This design comes from an exercise in tuning for small area on the open sky130 flow, not from production work. Where RTL was checked, it was by simulation tests only, not by an equivalence proof against the original. Power and IR drop assume default switching activity.

Setup of the baseline:
Design lab1_chip, start of the top module:
module lab1_chip(
	input        clk,
	input        rst,
	input        key0,
	output [6:0] hex0,
	output [6:0] hex1
);
==> module RngGen, before the edit <==
module RngGen(
    input i_clk,
    input i_rst,
    output [3:0] o_rnd
);
    reg [3:0]  counter;
    reg [19:0] state;
    reg [3:0]  held;
    reg [1:0]  carry;
    wire [19:0] nxt;
    wire [1:0]  carry_nxt;
    wire last = (counter == 4'd9);
    RngMulW mul(.x(state), .inc(counter[3]), .ci(carry), .y(nxt), .co(carry_nxt));
    always @(posedge i_clk) begin
        carry <= carry_nxt;
        if (i_rst) begin
            state <= '0;
            counter <= '0;
            held <= '0;
        end else begin
            counter <= last ? 4'd0 : counter + 4'd1;
            if (counter[0])
                state <= nxt;
            if (last)
                held <= nxt[19:16];
        end
    end
    assign o_rnd = held;
endmodule
==> module RngMulW, before the edit <==
module RngMulW(
    input  [19:0] x,
    input         inc,
    input  [1:0]  ci,
    output [19:0] y,
    output [1:0]  co
);
    localparam SPLIT = 12;
    genvar i;
    wire [19:0] t1, t;
    wire [20:0] c1, c2, c3, c4;
    assign t1[8:0] = x[8:0];
    assign c1[9] = 1'b0;
    for (i = 9; i < 20; i = i + 1) begin : g_t1
        wire cin = (i == SPLIT) ? ci[0] : c1[i];
        assign t1[i]   = x[i] ^ x[i-9] ^ cin;
        assign c1[i+1] = (x[i] & x[i-9]) | (cin & (x[i] ^ x[i-9]));
    end
    assign t[14:0] = t1[14:0];
    assign c2[15] = 1'b1;
    for (i = 15; i < 20; i = i + 1) begin : g_t
        assign t[i]    = t1[i] ^ ~x[i-15] ^ c2[i];
        assign c2[i+1] = (t1[i] & ~x[i-15]) | (c2[i] & (t1[i] ^ ~x[i-15]));
    end
    wire [19:0] y1;
    assign y1[0] = t[0] ^ inc;
    assign c3[1] = t[0] & inc;
    assign y1[1] = t[1] ^ c3[1];
    assign c3[2] = t[1] & c3[1];
    for (i = 2; i < 20; i = i + 1) begin : g_y1
        wire cin = (i == SPLIT) ? ci[1] : c3[i];
        assign y1[i]   = t[i] ^ t[i-2] ^ cin;
        assign c3[i+1] = (t[i] & t[i-2]) | (cin & (t[i] ^ t[i-2]));
    end
    assign y[11:0] = y1[11:0];
    assign c4[12] = 1'b1;
    for (i = 12; i < 20; i = i + 1) begin : g_y
        assign y[i]    = y1[i] ^ ~t[i-12] ^ c4[i];
        assign c4[i+1] = (y1[i] & ~t[i-12]) | (c4[i] & (y1[i] ^ ~t[i-12]));
    end
    assign co = {c3[SPLIT], c1[SPLIT]};
endmodule
export LEC_CHECK = 0
export ABC_AREA = 1
export CAP_MARGIN = 20
export CORE_MARGIN = 2
export CORE_UTILIZATION = 65
export GPL_TIMING_DRIVEN = 0
export PLACE_DENSITY = 0.75
export SLEW_MARGIN = 20
create_clock -name core_clock -period 7.0 [get_ports {clk}]
standard.sh (not shown) runs the stock make flow with config.mk's settings and CLKGATE_MAP_FILE= SYNTH_SCRIPT=/design/flow/synth_recipe.tcl, a recipe that flattens the netlist after the stock synthesis.
==> flow/flow/run.sh <==
#!/bin/bash
# Own layout flow: the standard synthesis, then its combinational logic re-optimised for
# area (full adders in the polarity that needs the fewest inverters, then ABC with the
# flip-flops, full adders and tie cells kept as they are and the rest, half adders too,
# remapped; ABC runs from several random seeds and the smallest netlist is kept), then
# the standard flow from the floorplan on, with smaller clock-tree and port buffers.
set -euo pipefail
W=$PWD
F=$W/flow
R=$W/orfs/results/$FLOW_PLATFORM/lab1_chip/base
LIB=$FLOW_HOME/platforms/sky130hd/lib/sky130_fd_sc_hd__tt_025C_1v80.lib
YOSYS=$FLOW_HOME/../tools/install/yosys/bin/yosys
[ -x "$YOSYS" ] || YOSYS=yosys

bash standard.sh synth > $W/run_synth.log 2>&1
cp $R/1_2_yosys.v $W/std_1_2_yosys.v

mkdir -p $W/reopt
python3 $F/libsplit.py $LIB $W/reopt "fa|conb" > $W/run_libsplit.log 2>&1
python3 $F/fapol.py $W/std_1_2_yosys.v $W/reopt/pol.v > $W/run_fapol.log 2>&1

DU=$(grep -o -- "-dont_use [A-Za-z0-9_]*" $W/orfs/logs/$FLOW_PLATFORM/lab1_chip/base/1_2_yosys.log | sort -u | tr '\n' ' ')
for S in 0 1 2 3 4 5 6 7; do
  cat > $W/reopt/reopt_$S.ys <<EOF
read_liberty -lib $W/reopt/box.lib
read_liberty -ignore_miss_func $W/reopt/logic.lib
read_verilog $W/reopt/pol.v
hierarchy -top $FLOW_TOP
flatten
opt_clean -purge
abc -liberty $LIB $DU -script "+strash;&get,-n;&deepsyn,-T,20,-S,$S;&put;&get,-n;&dch,-f;&nf,-R,1000,-a;&put"
opt_clean -purge
hilomap -singleton -hicell sky130_fd_sc_hd__conb_1 HI -locell sky130_fd_sc_hd__conb_1 LO
splitnets
opt_clean -purge
stat -liberty $LIB
write_verilog -noattr -nohex -nodec $W/reopt/reopt_$S.v
EOF
done
for S in 0 1 2 3; do $YOSYS -s $W/reopt/reopt_$S.ys > $W/run_reopt_$S.log 2>&1 & done; wait
for S in 4 5 6 7; do $YOSYS -s $W/reopt/reopt_$S.ys > $W/run_reopt_$S.log 2>&1 & done; wait
BEST=$(for S in 0 1 2 3 4 5 6 7; do
  a=$(sed -n "s/.*Chip area for module .*: \([0-9.]*\).*/\1/p" $W/run_reopt_$S.log | tail -1)
  [ -n "$a" ] && [ -s $W/reopt/reopt_$S.v ] && echo "$a $S"
done | sort -g | head -1 | cut -d' ' -f2)
if [ -n "$BEST" ]; then
  echo "kept seed $BEST" > $W/run_pick.log
  cp $W/reopt/reopt_$BEST.v $R/1_2_yosys.v
else
  echo "no re-optimised netlist; kept the standard one" > $W/run_pick.log
  cp $W/std_1_2_yosys.v $R/1_2_yosys.v
fi
rm -f $R/1_synth.odb $R/1_synth.sdc

bash standard.sh finish \
  "CTS_ARGS=-sink_clustering_enable -repair_clock_nets -dont_use_dummy_load -buf_list sky130_fd_sc_hd__clkbuf_4" \
  "BUFFER_PORTS_ARGS=-buffer_cell sky130_fd_sc_hd__buf_1" > $W/run_finish.log 2>&1
Other scripts of this flow, unchanged in this note and not shown: flow/flow/fapol.py, flow/flow/libsplit.py
Changes in the candidate relative to the baseline:
-- flow/design.v --
<<< the baseline, line 46
    reg [19:0] state;
    reg [3:0]  held;
    reg [1:0]  carry;
    wire [19:0] nxt;
    wire [1:0]  carry_nxt;
    wire last = (counter == 4'd9);
    RngMulW mul(.x(state), .inc(counter[3]), .ci(carry), .y(nxt), .co(carry_nxt));
>>> the candidate, line 46
    reg [19:0] state;
    reg [3:0]  held;
    reg        carry;
    wire [19:0] nxt;
    wire        carry_nxt;
    wire last = (counter == 4'd9);
    RngMulW mul(.x(state), .inc(counter[3]), .ci(carry), .y(nxt), .co(carry_nxt));
<<< the baseline, line 70
    input  [19:0] x,
    input         inc,
    input  [1:0]  ci,
    output [19:0] y,
    output [1:0]  co
);
    localparam SPLIT = 12;
>>> the candidate, line 70
    input  [19:0] x,
    input         inc,
    input         ci,
    output [19:0] y,
    output        co
);
    localparam SPLIT = 12;
<<< the baseline, line 81
    assign c1[9] = 1'b0;
    for (i = 9; i < 20; i = i + 1) begin : g_t1
        wire cin = (i == SPLIT) ? ci[0] : c1[i];
        assign t1[i]   = x[i] ^ x[i-9] ^ cin;
        assign c1[i+1] = (x[i] & x[i-9]) | (cin & (x[i] ^ x[i-9]));
    end
    assign t[14:0] = t1[14:0];
>>> the candidate, line 81
    assign c1[9] = 1'b0;
    for (i = 9; i < 20; i = i + 1) begin : g_t1
        assign t1[i]   = x[i] ^ x[i-9] ^ c1[i];
        assign c1[i+1] = (x[i] & x[i-9]) | (c1[i] & (x[i] ^ x[i-9]));
    end
    assign t[14:0] = t1[14:0];
<<< the baseline, line 97
    assign c3[2] = t[1] & c3[1];
    for (i = 2; i < 20; i = i + 1) begin : g_y1
        wire cin = (i == SPLIT) ? ci[1] : c3[i];
        assign y1[i]   = t[i] ^ t[i-2] ^ cin;
        assign c3[i+1] = (t[i] & t[i-2]) | (cin & (t[i] ^ t[i-2]));
>>> the candidate, line 96
    assign c3[2] = t[1] & c3[1];
    for (i = 2; i < 20; i = i + 1) begin : g_y1
        wire cin = (i == SPLIT) ? ci : c3[i];
        assign y1[i]   = t[i] ^ t[i-2] ^ cin;
        assign c3[i+1] = (t[i] & t[i-2]) | (cin & (t[i] ^ t[i-2]));
<<< the baseline, line 107
        assign c4[i+1] = (y1[i] & ~t[i-12]) | (c4[i] & (y1[i] ^ ~t[i-12]));
    end
    assign co = {c3[SPLIT], c1[SPLIT]};
endmodule
module Top(
>>> the candidate, line 106
        assign c4[i+1] = (y1[i] & ~t[i-12]) | (c4[i] & (y1[i] ^ ~t[i-12]));
    end
    assign co = c3[SPLIT];
endmodule
module Top(
### Flow results
Area of the mapped netlist: the candidate vs the baseline down about 0.7%
From the baseline to the candidate the numbers moved as follows: die boundary height now sits lower; number of instances resized during post-cts repair shows an increase of 11; port buffer count about even.
Looking at net total in the final layout, the candidate sits 3 lower than the baseline does.
The candidate has less setup slack than the baseline.
Per the comparison of the candidate with the baseline, global-route usage climbed 1.5 points; synthesized cell count dropped 7; routed wire length climbed about 7%.
For the candidate, only the layout was checked, not whether the RTL still works.

========
lab1_chip again, from the RTL that the note above started with.
==> module Top, before the edit <==
module Top(
    input i_clk,
    input i_rst,
    input i_start,
    output [3:0] o_random_out,
    output o_led_on
);
    reg [4:0]  phase;
    reg [15:0] s_clock;
    reg [3:0]  cur_number;
    wire [3:0] random;
    RngGen rngGen(
        .i_clk(i_clk),
        .i_rst(i_rst),
        .o_rnd(random)
    );
    wire idle  = phase[4] & phase[3] & (phase[2] | phase[1]);
    wire blink = phase[4] & ~idle;
    localparam [255:0] NEXT_START = {
        16'hd715,
        16'h2794,
        16'h7c79,
        16'h2623,
        16'h77ee,
        16'haf4d,
        16'he2fb,
        16'h10dc,
        16'h4589,
        16'hd0dc,
        16'h593d,
        16'hf630,
        16'h5d19,
        16'hc456,
        16'hf3da,
        16'h7f6d
    };
    wire [15:0] next_start = phase[4] ? 16'hd715 : NEXT_START[{phase[3:0], 4'd0} +: 16];
    wire [15:0] lfsr_next = {1'b0, s_clock[15:1]} ^ (s_clock[0] ? 16'hb400 : 16'h0000);
    wire tick_ended = &s_clock;
    wire tick_done  = ~idle & tick_ended;
    always @(posedge i_clk)
        s_clock <= i_start ? 16'h553f : tick_done ? next_start : lfsr_next;
    always @(posedge i_clk) begin
        if (i_rst) begin
            phase <= 5'd26;
            cur_number <= '0;
        end else if (i_start) begin
            phase <= 5'd0;
        end else if (tick_done) begin
            phase <= phase + 5'd1;
            if (!phase[4])
                cur_number <= random;
        end
    end
    assign o_random_out = cur_number;
    assign o_led_on = ~(blink & phase[0]);
endmodule
clock: 7.0 ns
lec_check: 0
abc_area: 1
cap_margin: 20
core_margin: 2
core_utilization: 65
place_density: 0.75
slew_margin: 20
==> flow/flow/run.sh <==
#!/bin/bash
# Own layout flow: the standard synthesis, then its combinational logic re-optimised for
# area (full adders in the polarity that needs the fewest inverters, then ABC with the
# flip-flops, full adders and tie cells kept as they are and the rest, half adders too,
# remapped), then the standard flow from the floorplan on, with smaller clock-tree and
# port buffers.
set -euo pipefail
W=$PWD
F=$W/flow
R=$W/orfs/results/$FLOW_PLATFORM/lab1_chip/base
LIB=$FLOW_HOME/platforms/sky130hd/lib/sky130_fd_sc_hd__tt_025C_1v80.lib
YOSYS=$FLOW_HOME/../tools/install/yosys/bin/yosys
[ -x "$YOSYS" ] || YOSYS=yosys

bash standard.sh synth > $W/run_synth.log 2>&1
cp $R/1_2_yosys.v $W/std_1_2_yosys.v

mkdir -p $W/reopt
python3 $F/libsplit.py $LIB $W/reopt "fa|conb" > $W/run_libsplit.log 2>&1
python3 $F/fapol.py $W/std_1_2_yosys.v $W/reopt/pol.v > $W/run_fapol.log 2>&1

DU=$(grep -o -- "-dont_use [A-Za-z0-9_]*" $W/orfs/logs/$FLOW_PLATFORM/lab1_chip/base/1_2_yosys.log | sort -u | tr '\n' ' ')
cat > $W/reopt/reopt.ys <<EOF
read_liberty -lib $W/reopt/box.lib
read_liberty -ignore_miss_func $W/reopt/logic.lib
read_verilog $W/reopt/pol.v
hierarchy -top $FLOW_TOP
flatten
opt_clean -purge
abc -liberty $LIB $DU -script "+strash;&get,-n;&deepsyn,-T,30;&put;&get,-n;&dch,-f;&nf,-R,1000,-a;&put"
opt_clean -purge
hilomap -singleton -hicell sky130_fd_sc_hd__conb_1 HI -locell sky130_fd_sc_hd__conb_1 LO
splitnets
opt_clean -purge
stat -liberty $LIB
write_verilog -noattr -nohex -nodec $W/reopt/reopt.v
EOF
$YOSYS -s $W/reopt/reopt.ys > $W/run_reopt.log 2>&1
cp $W/reopt/reopt.v $R/1_2_yosys.v
rm -f $R/1_synth.odb $R/1_synth.sdc

bash standard.sh finish \
  "CTS_ARGS=-sink_clustering_enable -repair_clock_nets -dont_use_dummy_load -buf_list sky130_fd_sc_hd__clkbuf_4" \
  "BUFFER_PORTS_ARGS=-buffer_cell sky130_fd_sc_hd__buf_1" > $W/run_finish.log 2>&1
Other scripts of this flow, unchanged in this note and not shown: flow/flow/fapol.py, flow/flow/libsplit.py
The first run completed with no timing, DRC or antenna violations.
Edit:
--- a/flow/design.v
+++ b/flow/design.v
@@ -44,11 +44,11 @@
 );
     reg [3:0]  counter;
     reg [19:0] state;
     reg [3:0]  held;
-    reg [1:0]  carry;
+    reg        carry;
     wire [19:0] nxt;
-    wire [1:0]  carry_nxt;
+    wire        carry_nxt;
     wire last = (counter == 4'd9);
     RngMulW mul(.x(state), .inc(counter[3]), .ci(carry), .y(nxt), .co(carry_nxt));
     always @(posedge i_clk) begin
         carry <= carry_nxt;
@@ -68,22 +68,21 @@
 endmodule
 module RngMulW(
     input  [19:0] x,
     input         inc,
-    input  [1:0]  ci,
+    input         ci,
     output [19:0] y,
-    output [1:0]  co
+    output        co
 );
     localparam SPLIT = 12;
     genvar i;
     wire [19:0] t1, t;
     wire [20:0] c1, c2, c3, c4;
     assign t1[8:0] = x[8:0];
     assign c1[9] = 1'b0;
     for (i = 9; i < 20; i = i + 1) begin : g_t1
-        wire cin = (i == SPLIT) ? ci[0] : c1[i];
-        assign t1[i]   = x[i] ^ x[i-9] ^ cin;
-        assign c1[i+1] = (x[i] & x[i-9]) | (cin & (x[i] ^ x[i-9]));
+        assign t1[i]   = x[i] ^ x[i-9] ^ c1[i];
+        assign c1[i+1] = (x[i] & x[i-9]) | (c1[i] & (x[i] ^ x[i-9]));
     end
     assign t[14:0] = t1[14:0];
     assign c2[15] = 1'b1;
     for (i = 15; i < 20; i = i + 1) begin : g_t
@@ -95,9 +94,9 @@
     assign c3[1] = t[0] & inc;
     assign y1[1] = t[1] ^ c3[1];
     assign c3[2] = t[1] & c3[1];
     for (i = 2; i < 20; i = i + 1) begin : g_y1
-        wire cin = (i == SPLIT) ? ci[1] : c3[i];
+        wire cin = (i == SPLIT) ? ci : c3[i];
         assign y1[i]   = t[i] ^ t[i-2] ^ cin;
         assign c3[i+1] = (t[i] & t[i-2]) | (cin & (t[i] ^ t[i-2]));
     end
     assign y[11:0] = y1[11:0];
@@ -105,9 +104,9 @@
     for (i = 12; i < 20; i = i + 1) begin : g_y
         assign y[i]    = y1[i] ^ ~t[i-12] ^ c4[i];
         assign c4[i+1] = (y1[i] & ~t[i-12]) | (c4[i] & (y1[i] ^ ~t[i-12]));
     end
-    assign co = {c3[SPLIT], c1[SPLIT]};
+    assign co = c3[SPLIT];
 endmodule
 module Top(
     input i_clk,
     input i_rst,
@@ -125,32 +124,19 @@
         .o_rnd(random)
     );
     wire idle  = phase[4] & phase[3] & (phase[2] | phase[1]);
     wire blink = phase[4] & ~idle;
-    localparam [255:0] NEXT_START = {
-        16'hd715,
-        16'h2794,
-        16'h7c79,
-        16'h2623,
-        16'h77ee,
-        16'haf4d,
-        16'he2fb,
-        16'h10dc,
-        16'h4589,
-        16'hd0dc,
-        16'h593d,
-        16'hf630,
-        16'h5d19,
-        16'hc456,
-        16'hf3da,
-        16'h7f6d
+    localparam [255:0] ROLL_END = {
+        16'd47880, 16'd42561, 16'd37836, 16'd33633,
+        16'd29898, 16'd26577, 16'd23625, 16'd21006,
+        16'd18675, 16'd16605, 16'd14760, 16'd13122,
+        16'd11664, 16'd10368, 16'd9216,  16'd8192
     };
-    wire [15:0] next_start = phase[4] ? 16'hd715 : NEXT_START[{phase[3:0], 4'd0} +: 16];
-    wire [15:0] lfsr_next = {1'b0, s_clock[15:1]} ^ (s_clock[0] ? 16'hb400 : 16'h0000);
-    wire tick_ended = &s_clock;
+    wire [15:0] tick_len = phase[4] ? 16'd32768 : ROLL_END[{phase[3:0], 4'd0} +: 16];
+    wire tick_ended = &(s_clock | ~tick_len);
     wire tick_done  = ~idle & tick_ended;
     always @(posedge i_clk)
-        s_clock <= i_start ? 16'h553f : tick_done ? next_start : lfsr_next;
+        s_clock <= (i_start | tick_done) ? 16'd0 : s_clock + 16'd1;
     always @(posedge i_clk) begin
         if (i_rst) begin
             phase <= 5'd26;
             cur_number <= '0;
Effect: Setup slack loses 0.52 ns; synthesized cell count climbs by 6.5%; combinational power went up to 2.8 times its value; via count rises by 4.7%; die area grows by 1.8%; critical path depth climbs by 2; maximum frequency is lower by 7.6%; clock skew drops by 0.017 ns; clock-buffer cell count is unchanged; cell area came out higher by 2.9%; non-clock buffer count rises by 3.
For the second run of this note, only the layout was checked, not whether the RTL still works.

[afterwards: timing with drivers on the ports]
The flow's constraints put no driver on any port. The routed layouts listed below were extracted and timed again, unchanged, in two steps.
Step 1 (the two cells are an assumption about what drives the block):
set clk [get_ports {clk}]
set_driving_cell -lib_cell sky130_fd_sc_hd__clkbuf_16 $clk
set_driving_cell -lib_cell sky130_fd_sc_hd__buf_2 [delete_from_list [all_inputs] $clk]
Step 2 moves the port delays by t, midway between the first and last clock arrival at a register: inputs arrive t later, outputs are due t later. That takes back most of the time a late clock gives input paths.
a / b / c = ideal ports / drivers / drivers and shift; a / b = the first two.
run	shift t [ns]	slack for setup (ns)	worst setup path after step 2	latest minus earliest clock arrival (ns)
the baseline	0.418	0.685 / 0.685 / 0.685	register to register	0.025 / 0.025
the candidate	0.416	0.292 / 0.292 / 0.292	register to register	0.016 / 0.016
the first run of note 2	0.414	0.742 / 0.742 / 0.742	register to register	0.032 / 0.032
the second run of note 2	0.416	0.224 / 0.224 / 0.224	register to register	0.015 / 0.016
After both steps every run listed still meets setup and hold.
